What follows belongs to an exercise in optimizing a design on an open flow for small area and a short achievable clock period; a production flow would make more cautious choices. In this exercise RTL edits were held to simulation tests only and were not proved equivalent to the original. Power figures rest on the tool's default switching activity, not on a simulated workload.

==> flow/design.v <==
module if_decode(val, amt, left, fill, opr2);
input  [31:0] val;
input  [4:0]  amt;
input         left, fill;
output [31:0] opr2;
wire [63:0] s = {{32{fill}}, val} >> amt;
genvar i;
generate for (i = 0; i < 32; i = i + 1) begin : rv
    assign opr2[i] = left ? s[31 - i] : s[i];
end endgenerate
endmodule
module execute(x, y, arith, sub, adc, m, cupd, tt_l, rst, c_in, wd_lo, wd_hi, c_out);
input  [31:0] x;       
input  [31:0] y;       
input         arith;   
input         sub;     
input         adc;     
input         m;       
input         cupd;    
input  [3:0]  tt_l;    
input         rst;
input         c_in;
output [31:0] wd_lo;   
output [31:0] wd_hi;   
output        c_out;
wire        dec = m & ~c_in;
wire        c0  = sub | (adc & c_in);
wire [31:0] xs  = dec ? x - 32'd1 : x;
wire [32:0] s33 = {1'b0, xs} + {1'b0, y} + {32'd0, c0};
wire        c31 = s33[31] ^ xs[31] ^ y[31];
wire        borrow = dec & (x[30:0] == 31'd0);
wire [31:0] lg;
genvar i;
generate for (i = 0; i < 32; i = i + 1) begin : lb
    assign lg[i] = y[i] ? (x[i] ? tt_l[3] : tt_l[2]) : (x[i] ? tt_l[1] : tt_l[0]);
end endgenerate
wire [31:0] res = arith ? {s33[31] ^ m, s33[30:0]} : lg;
assign wd_lo = res & {32{~rst}};
assign wd_hi = res | {32{rst}};
wire cin_ref = c31 ^ ~borrow;
assign c_out = m ? ~((cin_ref & x[31]) | (cin_ref & y[31]) | (x[31] & y[31])) :
               cupd ? s33[32] : c_in;
endmodule
module write_back(clk,rst,instr,pos_show,pc,show);
input clk, rst;
input [31:0]instr;
input [3:0]pos_show;
output [3:0]pc;
output reg [15:0]show;
reg [31:0] r_n [1:15];             
reg [3:0]  PC;
reg [3:0]  dest_ex;
reg        we_ex;
reg        c_flag;
reg [31:0] opr1, opr2_raw;
reg [4:0]  amt_ex;
reg        left_ex, fill_ex;
reg        arith_ex, sub_ex, adc_ex, m_ex, cupd_ex;
reg [3:0]  tt_ex;
assign pc = PC;
wire [3:0] op   = instr[24:21];
wire [3:0] rn   = instr[19:16];
wire [3:0] rd   = instr[15:12];
wire [3:0] rm   = instr[3:0];
wire [3:0] rs   = instr[11:8];
wire       imm_form = instr[25];
wire       left = instr[5];
wire inv_a = (op == 4'b0011) | (op == 4'b0111);
wire inv_b = (op == 4'b0010) | (op == 4'b0110);
wire arith = (op[3:2] == 2'b01) | (op[3:1] == 3'b001) | (op[3:1] == 3'b101);
wire sub   = (op == 4'b0010) | (op == 4'b0011);
wire adc   = (op == 4'b0101);
wire m     = (op == 4'b0110) | (op == 4'b0111);
wire cupd  = (op[3:1] == 3'b010) | (op[3:1] == 3'b101);
reg [3:0] tt;                        
always @(*) begin
    case (op)
    4'b0000, 4'b1000: tt = 4'b1000;
    4'b0001, 4'b1001: tt = 4'b0110;
    4'b1100:          tt = 4'b1110;
    4'b1101:          tt = 4'b1100;
    4'b1110:          tt = 4'b0010;
    4'b1111:          tt = 4'b0011;
    default:          tt = 4'b0000;
    endcase
end
wire [32*15-1:0] rflat;
genvar g;
generate for (g = 1; g < 16; g = g + 1) begin : fl
    assign rflat[32*(g-1) +: 32] = ~r_n[g];
end endgenerate
function [31:0] rd_oh(input [15:1] s, input [32*15-1:0] rr);
    integer j;
    begin
        rd_oh = 32'd0;
        for (j = 1; j < 16; j = j + 1)
            rd_oh = rd_oh | ({32{s[j]}} & rr[32*(j-1) +: 32]);
    end
endfunction
function [15:1] onehot(input [3:0] i);
    integer j;
    for (j = 1; j < 16; j = j + 1)
        onehot[j] = (i == j);
endfunction
function [31:0] rev(input [31:0] v);
    integer j;
    for (j = 0; j < 32; j = j + 1)
        rev[j] = v[31 - j];
endfunction
wire [31:0] y;
if_decode shifter(.val(opr2_raw), .amt(amt_ex), .left(left_ex), .fill(fill_ex), .opr2(y));
wire [31:0] wd_lo, wd_hi;            
wire        c_new;
execute alu(.x(opr1), .y(y), .arith(arith_ex), .sub(sub_ex), .adc(adc_ex), .m(m_ex),
            .cupd(cupd_ex), .tt_l(tt_ex), .rst(rst), .c_in(c_flag),
            .wd_lo(wd_lo), .wd_hi(wd_hi), .c_out(c_new));
wire [31:0] rn_val = rd_oh(onehot(rn), rflat);
wire [31:0] rs_val = rd_oh(onehot(rs), rflat);
wire [31:0] rm_val = rd_oh(onehot(rm), rflat);
wire [31:0] ps_val = rd_oh(onehot(pos_show), rflat);
wire        fwd = (dest_ex == rm);
wire [4:0]  amt_reg = (we_ex && dest_ex == rs) ? wd_lo[4:0] : rs_val[4:0];
wire [4:0]  amt = imm_form ? {instr[11:8], 1'b0} : instr[4] ? amt_reg : instr[11:7];
wire [31:0] opr2_val = imm_form ? {24'd0, instr[7:0]} : left ? rev(rm_val) : rm_val;
wire [31:0] opr1_val = (we_ex && dest_ex == rn) ? wd_lo : rn_val;
integer k;
always @(posedge clk) begin
    show     <= ps_val[15:0];
    arith_ex <= arith;
    sub_ex   <= sub;
    adc_ex   <= adc;
    m_ex     <= m;
    cupd_ex  <= cupd;
    tt_ex    <= tt;
    fill_ex  <= inv_b;
    for (k = 1; k < 16; k = k + 1)
        if (rst | (we_ex & dest_ex == k))
            r_n[k] <= ~{wd_lo[31:8],
                     ((k & 8) && k != 15) ? wd_hi[7] : wd_lo[7],
                     ((k & 4) && k != 15) ? wd_hi[6] : wd_lo[6],
                     ((k & 2) && k != 15) ? wd_hi[5] : wd_lo[5],
                     ((k & 1) && k != 15) ? wd_hi[4] : wd_lo[4],
                     wd_lo[3:0]};
    if (rst) begin
        PC       <= 4'd0;
        dest_ex  <= 4'd0;
        we_ex    <= 1'b0;
        c_flag   <= 1'b0;
        opr1     <= {32{inv_a}};
        opr2_raw <= {32{inv_b}};
        amt_ex   <= 5'd0;
        left_ex  <= 1'b0;
    end else begin
        PC       <= PC + 4'd1;
        dest_ex  <= rd;
        we_ex    <= ~op[3] & (rd != 4'd0);
        c_flag   <= c_new;
        opr1     <= opr1_val ^ {32{inv_a}};
        opr2_raw <= (fwd ? wd_lo : opr2_val) ^ {32{inv_b}};
        amt_ex   <= fwd ? 5'd0 : amt;
        left_ex  <= ~fwd & ~imm_form & left;
    end
end
endmodule
==> flow/flow/run.sh <==
#!/bin/bash
set -euo pipefail
export SETUP_SLACK_MARGIN=6.1
bash standard.sh > standard_flow.log 2>&1
==> flow/standard.sh <==
#!/bin/bash
# synth_recipe.tcl (not shown) runs the flow's synth.tcl, then flattens the netlist and writes it again
# the make line also repeats each setting of config.mk as NAME=value (left out here)
make -C /OpenROAD-flow-scripts/flow DESIGN_CONFIG=/design/flow/config.mk WORK_HOME=/design/flow/orfs CLKGATE_MAP_FILE= SYNTH_SCRIPT=/design/flow/synth_recipe.tcl "${@:-finish}"
==> flow/config.mk <==
export PLATFORM = sky130hd
export DESIGN_NAME = write_back
export DESIGN_NICKNAME = write_back
export VERILOG_FILES = /design/flow/design.v
export SDC_FILE = /design/flow/constraint.sdc
export NUM_CORES = 4
export LEC_CHECK = 0
export ABC_AREA = 1
export CAP_MARGIN = 20
export CORE_MARGIN = 2
export CORE_UTILIZATION = 70
export CTS_CLUSTER_DIAMETER = 100
export CTS_CLUSTER_SIZE = 22
export SLEW_MARGIN = 20
export TNS_END_PERCENT = 100
==> flow/constraint.sdc <==
create_clock -name core_clock -period 10.0 [get_ports {clk}]
set_input_delay 2.0000 -clock core_clock [delete_from_list [all_inputs] [get_ports {clk}]]
set_output_delay 2.0000 -clock core_clock [all_outputs]
set_load 0.01 [all_outputs]
==> results of run 1 <==
==> how the worst max path moves through the flow <==
stage	start	end	slack (ps)
3_5_place_dp	instr[18]	opr1[9]	4290
3_3_place_gp	instr[18]	opr1[2]	4410
4_1_cts	instr[19]	opr1[12]	6000
2_1_floorplan	rst	r_n[12][0]	5890
==> cells by family after synthesis <==
| group | synth area share |
|---|---|
| AO/OA/AOI/OAI | 0.1555 |
| AND/OR/NAND/NOR | 0.2633 |
| buffers and inverters | 0.06863 |
| adder cells (fa/ha/maj) | 0.01336 |
| flip-flops | 0.4879 |
| XOR/XNOR | 0.01137 |
==> through the flow <==
stage | instance area (µm²) | hold slack [ps] | total power [mW] | setup WS [ps]
after floorplan | 33930 | 454.9 | 4.088 | 5888
after global placement | 34950 | 424.6 | 4.632 | 4411
after CTS | 37740 | 464.8 | 6.200 | 6004
after detailed placement | 34950 | 444.5 | 4.688 | 4288
==> routing by layer <==
metal,overflow,GRT usage
met1,0,0.8684
met2,3,0.9152
met3,3,0.7635
met4,5,0.7712
met5,0,0.5885
==> repair_timing <==
action                                 CTS
buffers inserted                        47
endpoints found under the hold margin    0
setup endpoints to repair              519
hold buffers                             0
pin swaps                               48
resized for setup                      317
gates cloned                             5
==> power by group through the flow <==
stage	clock network, mW	logic, mW	registers (mW)
floorplan	0	0.923	3.17
global placement	0	1.41	3.22
detailed placement	0	1.44	3.25
CTS	1.40	1.61	3.19
==> cell usage after synthesis, drive strengths merged (4+ instances only) <==
| cell type | instances |
|---|---|
| ha | 33 |
| a21o | 6 |
| or2 | 62 |
| dfxtp | 106 |
| o2111a | 5 |
| and2 | 4 |
| nor4 | 47 |
| edfxtp | 480 |
| o2111ai | 31 |
| nand4 | 34 |
| a31oi | 9 |
| o21bai | 7 |
| nand2 | 945 |
| a21oi | 111 |
| nor3 | 67 |
| inv | 371 |
| xor2 | 34 |
| o21ai | 177 |
| o22ai | 370 |
| a221oi | 11 |
| o22a | 8 |
| nand3 | 457 |
| buf | 109 |
| clkinv | 5 |
| xnor2 | 10 |
| a211oi | 12 |
| o211ai | 26 |
| o221ai | 37 |
| nand3b | 7 |
| nor2 | 416 |
| a41oi | 15 |
| clkbuf | 82 |
==> flow_metrics.py, run 1 <==
metrics = {
    "synth": {
        "yosysWarnings": 2,
        "syn_nets": 4191,
        "synth_edf_count": 480,
        "mappedNetlistArea_um2": 33890,
        "synth_top_area_frac": 0.4253,
        "synth_ff_type": "edfxtp_1",
        "avgSynthCellArea_um2": 8.230,
        "ys_seq_area_frac": 0.4879,
        "yosysTopAreaCell": "edfxtp_1",
        "ys_top_cells_by_area": "edfxtp_1 43%, nand2_1 10%, o22ai_1 6.8%",
        "async_flop_share": 0,
        "ys_types": 66,
        "syn_inst": 4118,
        "ys_ff_latch": 586,
    },
    "sta": {
        "worst_path_end_type": "sequential cell input",
        "grt-worst-endpoint": "r_n[11][31]$_DFFE_PP_/D",
    },
    "clocking": {
        "htreeDepth": 1,
        "cts_buffer_depth": 3,
        "cts_root_buf": "clkbuf_16",
        "cts_sinks": 586,
        "cts_made_buffers": 31,
    },
    "floorplanning": {
        "dieWidth_um": 224.0,
        "io_pins": 58,
        "dieHeight_um": 224.0,
        "initial_core_util": 0.7098,
        "num_rows": 80,
    },
    "place": {
        "gp_congestion": 1.154,
        "place_inst": 4661,
        "hpwl_um": 98780,
        "portBuffers": 50,
    },
    "global_route": {
        "antenna_found_initial": 30,
        "grt_overflow": 11,
        "grt.total_usage": 0.8374,
        "grt_start_max_net_pins": 52,
    },
    "run_status": {
        "outcome": "aborted with a tool error",
        "error_line": "[ERROR GRT-0232] Routing congestion too high. Check the congestion heatmap in the GUI.",
        "haltStage": "global routing (5_1_grt)",
    },
}
==> inputs of run 2 (changes only) <==
--- a/flow/config.mk
+++ b/flow/config.mk
@@ -8,7 +8,7 @@
 export ABC_AREA = 1
 export CAP_MARGIN = 20
 export CORE_MARGIN = 2
-export CORE_UTILIZATION = 70
+export CORE_UTILIZATION = 55
 export CTS_CLUSTER_DIAMETER = 100
 export CTS_CLUSTER_SIZE = 22
 export SLEW_MARGIN = 20
==> run 2 against run 1 <==
- the run now finishes clean
- area after synthesis unchanged
- synthesized cell count unchanged
==> flow_metrics.py, run 2 <==
metrics = {
    "run_status": {
        "outcome": "no timing/DRC/antenna violations",
    },
    "floorplanning": {
        "dieHeight_um": 252.2,
        "die-area_um2": 63620,
        "dieWidth_um": 252.2,
        "initial_core_util": 0.5594,
        "core_area_um2": 60580,
        "num_rows": 90,
        "io_pins": 58,
    },
    "power": {
        "leakage_nw": 15.63,
        "powerDensity_nw_per_um2": 165.3,
        "peakVddDrop_uv": 196.4,
        "p_total_mw": 6.824,
    },
    "clocking": {
        "cts_root_buf": "clkbuf_16",
        "insertion_delay_ps": 630,
        "clkTransAtPathRegs_ps": 90,
        "cts_hold_buf": 0,
        "cts_buffer_depth": 3,
        "cts_tree": "built",
        "cts_made_buffers": 34,
        "cts_sinks": 586,
        "htreeDepth": 2,
    },
    "global_route": {
        "antenna_found_initial": 10,
        "grt_start_max_net_pins": 42,
        "grt_first_pass_wirelength_um": 231200,
        "grt_pass1_vias": 33610,
        "grt.total_usage": 0.5110,
        "grt_overflow": 0,
    },
    "worst_setup_path": {
        "critPathTopFamily": "buffers and inverters",
        "critical_path.slowest_cell": "a41oi_2",
        "critPathCaptureType": "register",
        "cp_common_cell": "inv_1",
        "cp.arrival_ps": 4530,
        "start_kind": "input port",
        "startpoint": "instr[16]",
        "crit_chain": "clkdlybuf4s15_2 > inv_1 > nor2_4 > buf_4 > nand2_8 > inv_1 > a21oi_1 > a41oi_2 > nand2_1 > xor2_1",
        "reg2reg_from": "amt_ex[0]",
        "path_buf_inv": 4,
        "critical_path.max_fanout": 14,
        "required_ps": 10470,
        "critPathKind": "input port to register",
        "max_stage_delay_ps": 530,
    },
    "final_layout": {
        "largest_reg_flops": 480,
        "nets": 4313,
        "multiInputGateArea_um2": 17920,
        "n_fill_cell": 4779,
        "seqCellArea_um2": 16560,
        "syn2layout_area_growth_pct": 21.81,
        "final_core_util": 0.6814,
        "final_common_cell": "nand2_1",
        "top_regs": "r_n: 480 flops, opr1: 32 flops, opr2_raw: 32 flops",
        "drive_above_1_share": 0.2065,
        "regMostFlops": "r_n",
        "layout_common_cells": "816 x nand2_1, 480 x edfxtp_1, 370 x o22ai_1",
    },
    "synth": {
        "avgSynthCellArea_um2": 8.230,
        "ys_ff_latch": 586,
        "synth_ff_type": "edfxtp_1",
        "synth_top_area_frac": 0.4253,
        "syn_inst": 4118,
        "mappedNetlistArea_um2": 33890,
        "yosysTopAreaCell": "edfxtp_1",
        "synth_edf_count": 480,
        "ys_seq_area_frac": 0.4879,
        "yosysWarnings": 2,
        "ys_types": 66,
        "yosysMostFrequentCell": "nand2_1",
        "syn_nets": 4191,
        "async_flop_share": 0,
        "ys_top_cells_by_area": "edfxtp_1 43%, nand2_1 10%, o22ai_1 6.8%",
        "synthTopCellsByCount": "932 x nand2_1, 480 x edfxtp_1, 452 x nand3_1, 405 x nor2_1, 370 x o22ai_1",
    },
    "sta": {
        "finalSetupTns_ps": 0,
        "tightest_slew_ps": 1045,
        "fin_crit_ps": 4057,
        "finClkSkew_ps": 50.19,
        "hold_viol": 0,
        "drv_slew": 0,
        "post-route-period-util": 0.4057,
        "setup_violations": 0,
        "relSlewSlack": 0.3010,
        "grt_setup_unrepaired": "true",
        "fin_ws_ps": 5943,
        "max_freq_mhz": 246.5,
    },
    "detailed_routing": {
        "via_count": 36950,
        "wirelength_um": 169400,
        "wl_per_cell_um": 33.49,
        "drc": 0,
        "final_antenna_net_count": 0,
        "firstDrtPassIters": 17,
        "avgViaCountPerCell": 7.303,
        "drt_iter0_markers": 7305,
    },
    "place": {
        "place_ws_ps": 3798,
        "hpwl_um": 103900,
        "gp_congestion": 1.085,
        "portBuffers": 50,
    },
    "run": {
        "max_cap_violations": 0,
    },
    "hold_path": {
        "holdCritStartpoint": "PC[0]",
        "min_path_type": "register to register",
    },
}
-- run 2: timing repair --
action,CTS,global route
gates resized for setup,391,416
endpoints found under the setup margin,546,949
pin swaps,39,99
buffers inserted,66,68
gates cloned,12,7
-- run 2: kinds of logic (layout without fill, tap and decap cells) --
| group | Yosys count | after routing | synth area share |
|---|---|---|---|
| fa+ha+maj | 35 | 35 | 0.01336 |
| buf+inv | 567 | 714 | 0.06863 |
| flops | 586 | 586 | 0.4879 |
| other cells | 0 | 12 | 0 |
| simple gates | 2047 | 2048 | 0.2633 |
| xor+xnor | 44 | 44 | 0.01137 |
| compound gates | 839 | 839 | 0.1555 |
-- run 2: final cells by class --
class / instances / share of cell area
antenna: 12 / 0.0007274
sequential: 586 / 0.4011
timing repair buffer: 273 / 0.07577
clock inverter: 6 / 0.002273
timing repair inverter: 3 / 0.0005758
inverter: 376 / 0.03873
clock buffer: 56 / 0.02312
multi-input combinational: 2966 / 0.4340
tap: 782 / 0.02370
-- run 2: final timing paths --
kind	end	slack, ps	depth (start not counted)
worst max-delay path	opr1[12]	5940	10
worst min-delay path	PC[0]	470	1
worst max register to register	opr2_raw[23]	6120	28
worst min register to register	PC[0]	470	1
-- run 2: metrics by stage --
step	instances	hold WS, ps	area, µm²
final	5060	467.0	41280
after global routing	5049	507.1	41260
after CTS	4973	476.1	38830
after detailed placement	4833	450.1	35210
after global placement	4833	425.5	35210
after floorplan	4118	454.9	33930
-- run 2: routing by layer --
metal,global-route usage,vias up,part of all wire
li1,-,14900,-
met1,0.5943,16820,0.31
met2,0.7157,3907,0.40
met3,0.2287,1313,0.17
met4,0.4328,19,0.11
met5,0.03320,-,0.0028
-- run 2: where the power goes --
group | leakage, nW | switching, mW | internal [mW]
Clock | 0.499 | 0.871 | 0.681
Combinational | 10.1 | 1.41 | 0.646
Sequential | 5.07 | 0.234 | 2.99
Total | 15.6 | 2.51 | 4.31
==> inputs of run 3 (changes only) <==
--- a/flow/config.mk
+++ b/flow/config.mk
@@ -8,7 +8,7 @@
 export ABC_AREA = 1
 export CAP_MARGIN = 20
 export CORE_MARGIN = 2
-export CORE_UTILIZATION = 55
+export CORE_UTILIZATION = 48
 export CTS_CLUSTER_DIAMETER = 100
 export CTS_CLUSTER_SIZE = 22
 export SLEW_MARGIN = 20
==> run 3 against run 2 <==
- clock power grew 3%
- highest routed layer unchanged
- total power shrank 0.46%
- count of clock-buffer cells in the layout shrank 2
- die area grew 14%
- register-to-register slack is essentially flat
- combinational power shrank 3%
- wire length shrank 3.5%
- cell area shrank 0.43%
- synthesized cell count is the same
- still clean on timing, DRC and antenna
==> flow_metrics.py, run 3 <==
metrics = {
    "run_status": {
        "outcome": "no timing/DRC/antenna violations",
    },
    "hold_path": {
        "holdCritStartpoint": "PC[0]",
        "hold_depth": 1,
        "min_path_type": "register to register",
        "holdPathEnd": "PC[0]",
    },
    "global_route": {
        "antenna_found_initial": 6,
        "grt_start_max_net_pins": 50,
        "grt_overflow": 0,
        "grt.total_usage": 0.4237,
        "grt_first_pass_wirelength_um": 222400,
        "grt_pass1_vias": 31400,
    },
    "worst_setup_path": {
        "reg2reg_from": "amt_ex[0]",
        "start_kind": "input port",
        "critical_path.slowest_cell": "buf_4",
        "critPathTopFamily": "buffers and inverters",
        "path_buf_inv": 5,
        "reg2reg_to": "r_n[6][5]",
        "critPathKind": "input port to register",
        "cp_common_cell": "buf_4",
        "critPathCaptureType": "register",
        "reg2regPathDepth": 16,
        "r2r_slack_ps": 6120,
        "max_stage_delay_ps": 680,
        "critical_path.max_fanout": 49,
        "cp.arrival_ps": 4220,
        "required_ps": 10220,
        "crit_chain": "buf_2 > buf_4 > inv_2 > buf_8 > o21ai_4 > buf_4",
    },
    "synth": {
        "async_flop_share": 0,
        "yosysTopAreaCell": "edfxtp_1",
        "synth_edf_count": 480,
        "ys_top_cells_by_area": "edfxtp_1 43%, nand2_1 10%, o22ai_1 6.8%",
        "ys_ff_latch": 586,
        "yosysWarnings": 2,
        "synth_top_area_frac": 0.4253,
        "syn_nets": 4191,
        "synthTopCellsByCount": "932 x nand2_1, 480 x edfxtp_1, 452 x nand3_1, 405 x nor2_1, 370 x o22ai_1",
        "mappedNetlistArea_um2": 33890,
        "ys_types": 66,
        "yosysMostFrequentCell": "nand2_1",
        "avgSynthCellArea_um2": 8.230,
        "synth_ff_type": "edfxtp_1",
        "syn_inst": 4118,
        "ys_seq_area_frac": 0.4879,
    },
    "sta": {
        "finalSetupTns_ps": 0,
        "setup_violations": 0,
        "finClkSkew_ps": 39.47,
        "drv_slew": 0,
        "hold_viol": 0,
        "fin_crit_ps": 4003,
        "tightest_slew_ps": 958.4,
        "relSlewSlack": 0.3611,
        "max_freq_mhz": 249.8,
        "post-route-period-util": 0.4003,
        "grt_setup_unrepaired": "true",
    },
    "floorplanning": {
        "dieWidth_um": 269.7,
        "core_area_um2": 70030,
        "dieHeight_um": 269.7,
        "initial_core_util": 0.4840,
        "die-area_um2": 72750,
        "io_pins": 58,
        "num_rows": 97,
    },
    "final_layout": {
        "top_regs": "r_n: 480 flops, opr1: 32 flops, opr2_raw: 32 flops",
        "regMostFlops": "r_n",
        "syn2layout_area_growth_pct": 21.28,
        "instances_no_fill": 5226,
        "drive_above_1_share": 0.1908,
        "layout_common_cells": "842 x nand2_1, 480 x edfxtp_1, 370 x o22ai_1",
        "nets": 4330,
        "final_common_cell": "nand2_1",
        "largest_reg_flops": 480,
        "final_core_util": 0.5870,
        "design_area_um2": 41100,
    },
    "detailed_routing": {
        "drt_iter0_markers": 6032,
        "via_count": 35400,
        "drc": 0,
        "wirelength_um": 163500,
        "wl_per_cell_um": 31.29,
        "final_antenna_net_count": 0,
        "avgViaCountPerCell": 6.773,
        "firstDrtPassIters": 10,
    },
    "clocking": {
        "cts_sinks": 586,
        "clkTransAtPathRegs_ps": 80,
        "htreeDepth": 2,
        "cts_buffer_depth": 3,
        "insertion_delay_ps": 620,
        "cts_made_buffers": 35,
        "cts_tree": "built",
        "cts_root_buf": "clkbuf_16",
        "cts_hold_buf": 0,
    },
    "place": {
        "gp_congestion": 1.035,
        "dpl_cell_area_um2": 35490,
        "portBuffers": 50,
        "place_inst": 5002,
        "hpwl_um": 104400,
    },
    "power": {
        "leakage_nw": 15.57,
        "powerDensity_nw_per_um2": 165.3,
        "p_total_mw": 6.793,
        "peakVddDrop_uv": 195.1,
    },
    "run": {
        "max_cap_violations": 0,
    },
}
## run 3: cell counts after synthesis
Identical to the previous run, type by type.
## run 3: timing repair
action                     CTS  global route
pin swaps                   29            91
resized for setup          327           367
cloned                       6             5
setup endpoints to repair  620           650
buffers inserted            54            93
## run 3: report_power, final
part	internal (mW)	switching, mW
logic	0.631	1.36
registers	2.99	0.226
clock network	0.698	0.890
total	4.32	2.48
## run 3: area by class of cell
cell class | instances | area, µm²
repair inverters | 1 | 5.005
diodes | 3 | 7.507
fillers | 6278 | 28920
well taps | 940 | 1176
multi-input cells | 2966 | 17460
clock inverters | 9 | 116.4
inverters | 376 | 1574
repair buffers | 291 | 3237
flip-flops and latches | 586 | 16560
clock buffers | 54 | 968.4
## run 3: cells by family after synthesis
family | share of synthesized area
adder cells (fa/ha/maj) | 0.01336
AO/OA/AOI/OAI | 0.1555
XOR/XNOR | 0.01137
buffers and inverters | 0.06863
AND/OR/NAND/NOR | 0.2633
flip-flops | 0.4879
## run 3: worst max path at each step
| stage | startpoint | to | slack [ps] | cells after the start |
|---|---|---|---|---|
| floorplan | rst | r_n[12][0] | 5890 | 5 |
| global route | instr[3] | opr2_raw[11] | 5970 | 16 |
| CTS | pos_show[2] | show[10] | 6010 | 8 |
| global placement | instr[0] | opr2_raw[22] | 4100 | 13 |
| finish | rst | r_n[11][8] | 6000 | 6 |
| detailed placement | instr[0] | opr2_raw[22] | 4080 | 13 |
## run 3: per-layer routing
layer  share of wire  global-route usage
met5         0.00064                   0
met4           0.090              0.2933
met3            0.15              0.1272
met2            0.41              0.6197
met1            0.35              0.5383
## run 3: per-stage QoR
step / hold slack [ps] / setup slack [ps]
2_1_floorplan: 454.9 / 5888
3_3_place_gp: 433.7 / 4103
3_5_place_dp: 435.1 / 4081
4_1_cts: 458.3 / 6005
5_1_grt: 481.8 / 5969
6_report: 457.4 / 5997
==> inputs of run 4 (changes only) <==
--- a/flow/config.mk
+++ b/flow/config.mk
@@ -12,4 +12,4 @@
 export CTS_CLUSTER_DIAMETER = 100
 export CTS_CLUSTER_SIZE = 22
 export SLEW_MARGIN = 20
-export TNS_END_PERCENT = 100
+export TNS_END_PERCENT = 0
==> run 4 against run 3 <==
- still clean
- via count down 1.8%
- first-iteration DRC count rose by 1.5%
- clock power hardly changed
- register-to-register slack worse by 120 ps
- flip-flop and latch count unchanged
- core utilization decreased by 1.9 points
- die area stayed put
- sequential share of layout area rose by 1.4 points
- non-clock buffer count down 55
- critical path depth did not move
- largest cell class unchanged
- highest routed layer unchanged
==> flow_metrics.py, run 4 <==
metrics = {
    "synth": {
        "synth-simple-area-share": 0.2633,
        "mappedNetlistArea_um2": 33890,
        "ys_ff_latch": 586,
        "synthTopCellsByCount": "932 x nand2_1, 480 x edfxtp_1, 452 x nand3_1, 405 x nor2_1, 370 x o22ai_1",
        "yosysMostFrequentCell": "nand2_1",
        "synth_ff_type": "edfxtp_1",
        "muxShareOfSynthArea": 0,
        "synth-xor-area-share": 0.01137,
        "syn_nets": 4191,
        "async_flop_share": 0,
        "synth_top_family_by_area": "simple AND/OR/NAND/NOR gates",
        "yosysTopAreaCell": "edfxtp_1",
        "ys_top_cells_by_area": "edfxtp_1 43%, nand2_1 10%, o22ai_1 6.8%",
        "synth_fa_ha_area_frac": 0.01336,
        "ys_seq_area_frac": 0.4879,
        "yosysWarnings": 2,
        "syn_inst": 4118,
        "synth_compound_area_frac": 0.1555,
        "synth_edf_count": 480,
        "synth_top_area_frac": 0.4253,
        "avgSynthCellArea_um2": 8.230,
        "ys_types": 66,
    },
    "worst_setup_path": {
        "crit_chain": "buf_2 > buf_4 > inv_2 > buf_6 > o31ai_4 > buf_4",
        "start_kind": "input port",
        "reg2reg_to": "opr1[2]",
        "critical_path.slowest_cell": "buf_4",
        "reg2reg_from": "amt_ex[0]",
        "critPathKind": "input port to register",
        "critical_path.max_fanout": 56,
        "r2r_slack_ps": 6000,
        "reg2regPathDepth": 18,
        "critPathCaptureType": "register",
        "max_stage_delay_ps": 690,
        "cp.arrival_ps": 4350,
        "required_ps": 10220,
        "cp_common_cell": "buf_4",
    },
    "sta": {
        "holdWs_ps": 446.8,
        "post-route-period-util": 0.4123,
        "setup_violations": 0,
        "max_freq_mhz": 242.5,
        "relSlewSlack": 0.3315,
        "drv_slew": 0,
        "finClkSkew_ps": 58.46,
        "hold_viol": 0,
        "grt_setup_unrepaired": "true",
        "finalSetupTns_ps": 0,
        "fin_ws_ps": 5877,
        "tightest_slew_ps": 1002,
        "fin_crit_ps": 4123,
    },
    "power": {
        "leakage_nw": 14.99,
        "internal-power_mw": 4.281,
        "power_frac_seq": 0.479,
        "p_comb_frac": 0.281,
        "p_clk_frac": 0.240,
        "peakVddDrop_uv": 163.1,
        "p_sw_mw": 2.425,
        "powerDensity_nw_per_um2": 168.7,
        "p_sw_frac": 0.3616,
    },
    "global_route": {
        "grt_overflow": 0,
        "antenna_found_initial": 5,
        "grt_pass1_vias": 31120,
        "grt_start_max_net_pins": 57,
        "grt.total_usage": 0.4337,
        "grt_first_pass_wirelength_um": 225700,
    },
    "final_layout": {
        "layout_common_cells": "864 x nand2_1, 480 x edfxtp_1, 390 x nand3_1",
        "nets": 4274,
        "largest_reg_flops": 480,
        "regMostFlops": "r_n",
        "final_core_util": 0.5676,
        "final_common_cell": "nand2_1",
        "top_regs": "r_n: 480 flops, opr1: 32 flops, opr2_raw: 32 flops",
        "drive_above_1_share": 0.1540,
        "syn2layout_area_growth_pct": 17.28,
    },
    "run_status": {
        "outcome": "no timing/DRC/antenna violations",
    },
    "detailed_routing": {
        "final_antenna_net_count": 0,
        "avgViaCountPerCell": 6.720,
        "firstDrtPassIters": 9,
        "drt_iter0_markers": 6124,
        "wirelength_um": 164600,
        "drc": 0,
        "via_count": 34760,
        "wl_per_cell_um": 31.83,
    },
    "floorplanning": {
        "dieWidth_um": 269.7,
        "num_rows": 97,
        "initial_core_util": 0.4840,
        "dieHeight_um": 269.7,
        "core_area_um2": 70030,
        "die-area_um2": 72750,
        "io_pins": 58,
    },
    "place": {
        "portBuffers": 50,
        "hpwl_um": 105000,
        "place_ws_ps": 4115,
        "gp_congestion": 1.050,
    },
    "clocking": {
        "cts_buffer_depth": 3,
        "htreeDepth": 2,
        "cts_sinks": 586,
        "insertion_delay_ps": 630,
        "cts_made_buffers": 35,
        "clkTransAtPathRegs_ps": 80,
        "cts_tree": "built",
        "cts_root_buf": "clkbuf_16",
    },
    "hold_path": {
        "min_path_type": "register to register",
        "holdCritStartpoint": "PC[0]",
        "hold_depth": 1,
        "holdPathEnd": "PC[0]",
    },
    "run": {
        "max_cap_violations": 0,
    },
}
## run 4: cell counts after synthesis
No cell type changed its count.
## run 4: repair_timing
item	in CTS	in global routing
gates resized for setup	264	247
setup buffers	39	52
pin swaps	28	67
endpoints found under the setup margin	568	628
cloned	5	4
hold buffers	0	0
## run 4: cells by family (layout without fill, tap and decap cells)
group	after synthesis	after routing
and+or+nand+nor	2047	2047
AOI/OAI and AO/OA	839	839
DFF	586	586
buffers and inverters	567	676
xor gates and xnor gates	44	44
adders and majority gates	35	35
other	0	5
## run 4: power by group through the flow
stage          Sequential, mW  Combinational [mW]  Clock [mW]
2_1_floorplan            3.17               0.921           0
3_3_place_gp             3.25                1.52           0
3_5_place_dp             3.25                1.52           0
4_1_cts                  3.19                1.65        1.61
5_1_grt                  3.23                1.98        1.70
6_report                 3.21                1.88        1.61
## run 4: final cells by class
class | instances | area, µm²
Inverter | 376 | 1531
Timing Repair inverter | 1 | 5.005
Clock buffer | 56 | 1007
Tap cell | 940 | 1176
Multi-Input combinational cell | 2965 | 16840
Fill cell | 6453 | 30280
Timing Repair Buffer | 236 | 2517
Clock inverter | 7 | 102.6
Sequential cell | 586 | 16560
Antenna cell | 5 | 12.51
## run 4: through the flow
| step | instance area (µm²) | total power [mW] | instances |
|---|---|---|---|
| after global routing | 39730 | 6.901 | 5167 |
| after floorplan | 33900 | 4.089 | 4118 |
| after CTS | 38190 | 6.451 | 5111 |
| after detailed placement | 35510 | 4.771 | 5004 |
| after global placement | 35510 | 4.772 | 5004 |
| final | 39750 | 6.706 | 5172 |
## run 4: worst max-delay path: cells and delay by family
family | cells | cell delay [ps]
AOI/OAI and AO/OA | 1 | 350
buffers and inverters | 5 | 1860
## run 4: worst max-delay path by stage
stage                     startpoint          end  slack, ps  cells past startpoint
after floorplan                  rst   r_n[11][0]       5890                      5
after global placement      instr[3]  opr2_raw[3]       4120                     16
after detailed placement    instr[3]  opr2_raw[3]       4120                     16
after CTS                    opr1[0]     opr1[31]       5950                     27
after global routing            m_ex     opr1[31]       5830                     26
final                            rst   r_n[4][17]       5880                      6
## run 4: metal layers
metal	global-route usage	wire (µm)	vias to the layer above	share of wire
met5	0.001316	219	-	0.0013
met4	0.2751	13590	8	0.083
met3	0.1436	24390	769	0.15
met2	0.6391	68540	2918	0.42
met1	0.5483	57890	16280	0.35
li1	-	-	14790	-
==> inputs of run 5 (changes only) <==
--- a/flow/config.mk
+++ b/flow/config.mk
@@ -8,7 +8,7 @@
 export ABC_AREA = 1
 export CAP_MARGIN = 20
 export CORE_MARGIN = 2
-export CORE_UTILIZATION = 48
+export CORE_UTILIZATION = 42
 export CTS_CLUSTER_DIAMETER = 100
 export CTS_CLUSTER_SIZE = 22
 export SLEW_MARGIN = 20
==> run 5 against run 4 <==
- cell area is 3.2% lower
- worst hold slack better by 15 ps
- die area increased by 14%
- largest cell class is now flip-flops and latches
- largest power group unchanged
==> flow_metrics.py, run 5 <==
metrics = {
    "detailed_routing": {
        "avgViaCountPerCell": 6.525,
        "drt_iter0_markers": 5490,
        "final_antenna_net_count": 0,
        "wl_per_cell_um": 30.93,
        "firstDrtPassIters": 9,
        "drc": 0,
        "via_count": 34120,
        "wirelength_um": 161700,
    },
    "worst_setup_path": {
        "reg2reg_to": "opr2_raw[26]",
        "reg2regPathDepth": 24,
        "reg2reg_from": "m_ex",
        "critical_path.max_fanout": 14,
        "critPathCaptureType": "register",
        "required_ps": 10420,
        "cp.arrival_ps": 4700,
        "r2r_slack_ps": 5950,
        "critPathKind": "input port to register",
        "start_kind": "input port",
    },
    "synth": {
        "async_flop_share": 0,
        "synth_edf_count": 480,
        "ys_seq_area_frac": 0.4879,
        "ys_ff_latch": 586,
        "avgSynthCellArea_um2": 8.230,
        "yosysWarnings": 2,
        "mappedNetlistArea_um2": 33890,
        "syn_inst": 4118,
        "yosysMostFrequentCell": "nand2_1",
        "syn_nets": 4191,
        "ys_types": 66,
        "synth_ff_type": "edfxtp_1",
        "ys_top_cells_by_area": "edfxtp_1 43%, nand2_1 10%, o22ai_1 6.8%",
        "yosysTopAreaCell": "edfxtp_1",
        "synth_top_area_frac": 0.4253,
        "synthTopCellsByCount": "932 x nand2_1, 480 x edfxtp_1, 452 x nand3_1, 405 x nor2_1, 370 x o22ai_1",
    },
    "sta": {
        "tightest_slew_ps": 1188,
        "hold_viol": 0,
        "drv_slew": 0,
        "fin_crit_ps": 4288,
        "setup_violations": 0,
        "post-route-period-util": 0.4288,
        "max_freq_mhz": 233.2,
        "grt_setup_unrepaired": "true",
        "holdWs_ps": 462.2,
        "relSlewSlack": 0.2074,
        "finalSetupTns_ps": 0,
        "finClkSkew_ps": 54.76,
    },
    "clocking": {
        "cts_sinks": 586,
        "cts_made_buffers": 31,
        "clkTransAtPathRegs_ps": 90,
        "cts_hold_buf": 0,
        "cts_buffer_depth": 3,
        "insertion_delay_ps": 670,
        "htreeDepth": 1,
        "cts_root_buf": "clkbuf_16",
        "cts_tree": "built",
    },
    "final_layout": {
        "nets": 4214,
        "largest_reg_flops": 480,
        "regMostFlops": "r_n",
        "final_common_cell": "nand2_1",
        "syn2layout_area_growth_pct": 13.56,
        "top_regs": "r_n: 480 flops, opr1: 32 flops, opr2_raw: 32 flops",
        "layout_common_cells": "897 x nand2_1, 480 x edfxtp_1, 406 x nand3_1",
        "design_area_um2": 38490,
        "final_core_util": 0.4802,
        "drive_above_1_share": 0.1181,
    },
    "place": {
        "gp_congestion": 1.019,
        "hpwl_um": 106100,
        "portBuffers": 50,
        "dpl_cell_area_um2": 35590,
    },
    "global_route": {
        "grt_pass1_vias": 30870,
        "grt_overflow": 0,
        "grt_first_pass_wirelength_um": 223800,
        "grt.total_usage": 0.3793,
        "antenna_found_initial": 5,
        "grt_start_max_net_pins": 58,
    },
    "floorplanning": {
        "die-area_um2": 82980,
        "io_pins": 58,
        "initial_core_util": 0.4228,
        "dieWidth_um": 288.1,
        "num_rows": 104,
        "core_area_um2": 80160,
        "dieHeight_um": 288.1,
    },
    "power": {
        "leakage_nw": 14.51,
        "peakVddDrop_uv": 155.4,
        "powerDensity_nw_per_um2": 165.9,
    },
    "hold_path": {
        "holdPathEnd": "PC[0]",
        "holdCritStartpoint": "PC[0]",
        "hold_depth": 1,
        "min_path_type": "register to register",
    },
    "run_status": {
        "outcome": "no timing/DRC/antenna violations",
    },
    "run": {
        "max_cap_violations": 0,
    },
}
-- run 5: cell counts after synthesis --
No cell type changed its count.
-- run 5: kinds of logic after synthesis --
logic type	share of synthesized area
AO/OA/AOI/OAI	0.1555
AND/OR/NAND/NOR	0.2633
buffers and inverters	0.06863
adder cells (fa/ha/maj)	0.01336
flip-flops	0.4879
XOR/XNOR	0.01137
-- run 5: repair_timing --
item	in CTS	in global routing
endpoints found under the setup margin	513	514
setup buffers	27	24
gates cloned	3	0
gates resized for setup	248	104
pin swaps	12	24
-- run 5: worst max-delay path by stage --
stage / depth (start not counted) / slack (ps) / startpoint / endpoint
after floorplan: 5 / 5890 / rst / r_n[11][0]
after global placement: 14 / 3880 / instr[2] / opr2_raw[7]
after detailed placement: 14 / 3880 / instr[2] / opr2_raw[7]
after CTS: 9 / 5960 / rst / opr2_raw[25]
after global routing: 24 / 5760 / m_ex / opr2_raw[26]
final: 8 / 5710 / pos_show[0] / show[5]
-- run 5: stage by stage --
stage | instances | worst slack, ps | power [mW]
after floorplan | 4118 | 5888 | 4.089
final | 5229 | 5712 | 6.385
after global routing | 5225 | 5757 | 6.593
after global placement | 5114 | 3881 | 4.756
after CTS | 5201 | 5961 | 6.239
after detailed placement | 5114 | 3884 | 4.756
-- run 5: worst max-delay path, stage by stage --
cell             delay, ps
clkdlybuf4s50_1        500
inv_1                   70
nand2_1                110
nor2_1                 130
inv_1                  800
o22ai_1                130
a2111oi_0              530
o2111ai_1              420
-- run 5: layer usage --
| metal | vias to the layer above | part of all wire | GRT usage |
|---|---|---|---|
| met2 | 2737 | 0.42 | 0.5651 |
| met4 | 2 | 0.079 | 0.2408 |
| li1 | 14670 | - | - |
| met1 | 16030 | 0.36 | 0.4781 |
| met3 | 684 | 0.14 | 0.1175 |
| met5 | - | 0.000080 | 0 |
-- run 5: area by class of cell --
type	instances	area, µm²
fill	7765	41670
sequential	586	16550
multi-input combinational	2966	16360
timing repair buffer	179	1858
inverter	376	1478
tap	1060	1326
clock buffer	53	868.3
clock inverter	4	37.54
antenna	4	10.01
timing repair inverter	1	5.005
-- run 5: report_power, final --
part / total, mW / internal (mW) / switching (mW)
sequential: 3.21 / 2.99 / 0.224
clock: 1.42 / 0.598 / 0.819
combinational: 1.76 / 0.505 / 1.25
total: 6.38 / 4.09 / 2.29

## what the ideal ports hide
How much do the figures lean on ideal ports? The routed layouts below were timed once more, with nothing changed but the port constraints.
Step 1 sets driving cells, clkbuf_16 on the clock port and buf_2 on the other inputs (assumed; they add their load-dependent delay and slew).
Step 2 also shifts input and output timing later by t, the mid clock arrival at the registers, as if the neighbouring blocks saw the same clock.
Slacks: ideal ports / drivers / drivers and shift; pairs: ideal ports / drivers.
run	shift t [ns]	slack for setup (ns)	clock arrival spread, ns	cell pins on the clock port's net
run 2	0.669	5.943 / 5.942 / 5.273	0.050 / 0.050	1
run 3	0.663	5.997 / 6.042 / 5.378	0.041 / 0.041	1
run 4	0.664	5.877 / 5.918 / 5.254	0.059 / 0.059	1
run 5	0.709	5.712 / 5.755 / 5.046	0.055 / 0.055	1
After both steps every run listed still meets setup and hold. For run 2, which loses most, drivers alone change the setup slack by -0.001 ns; drivers and shift together by -0.670 ns.
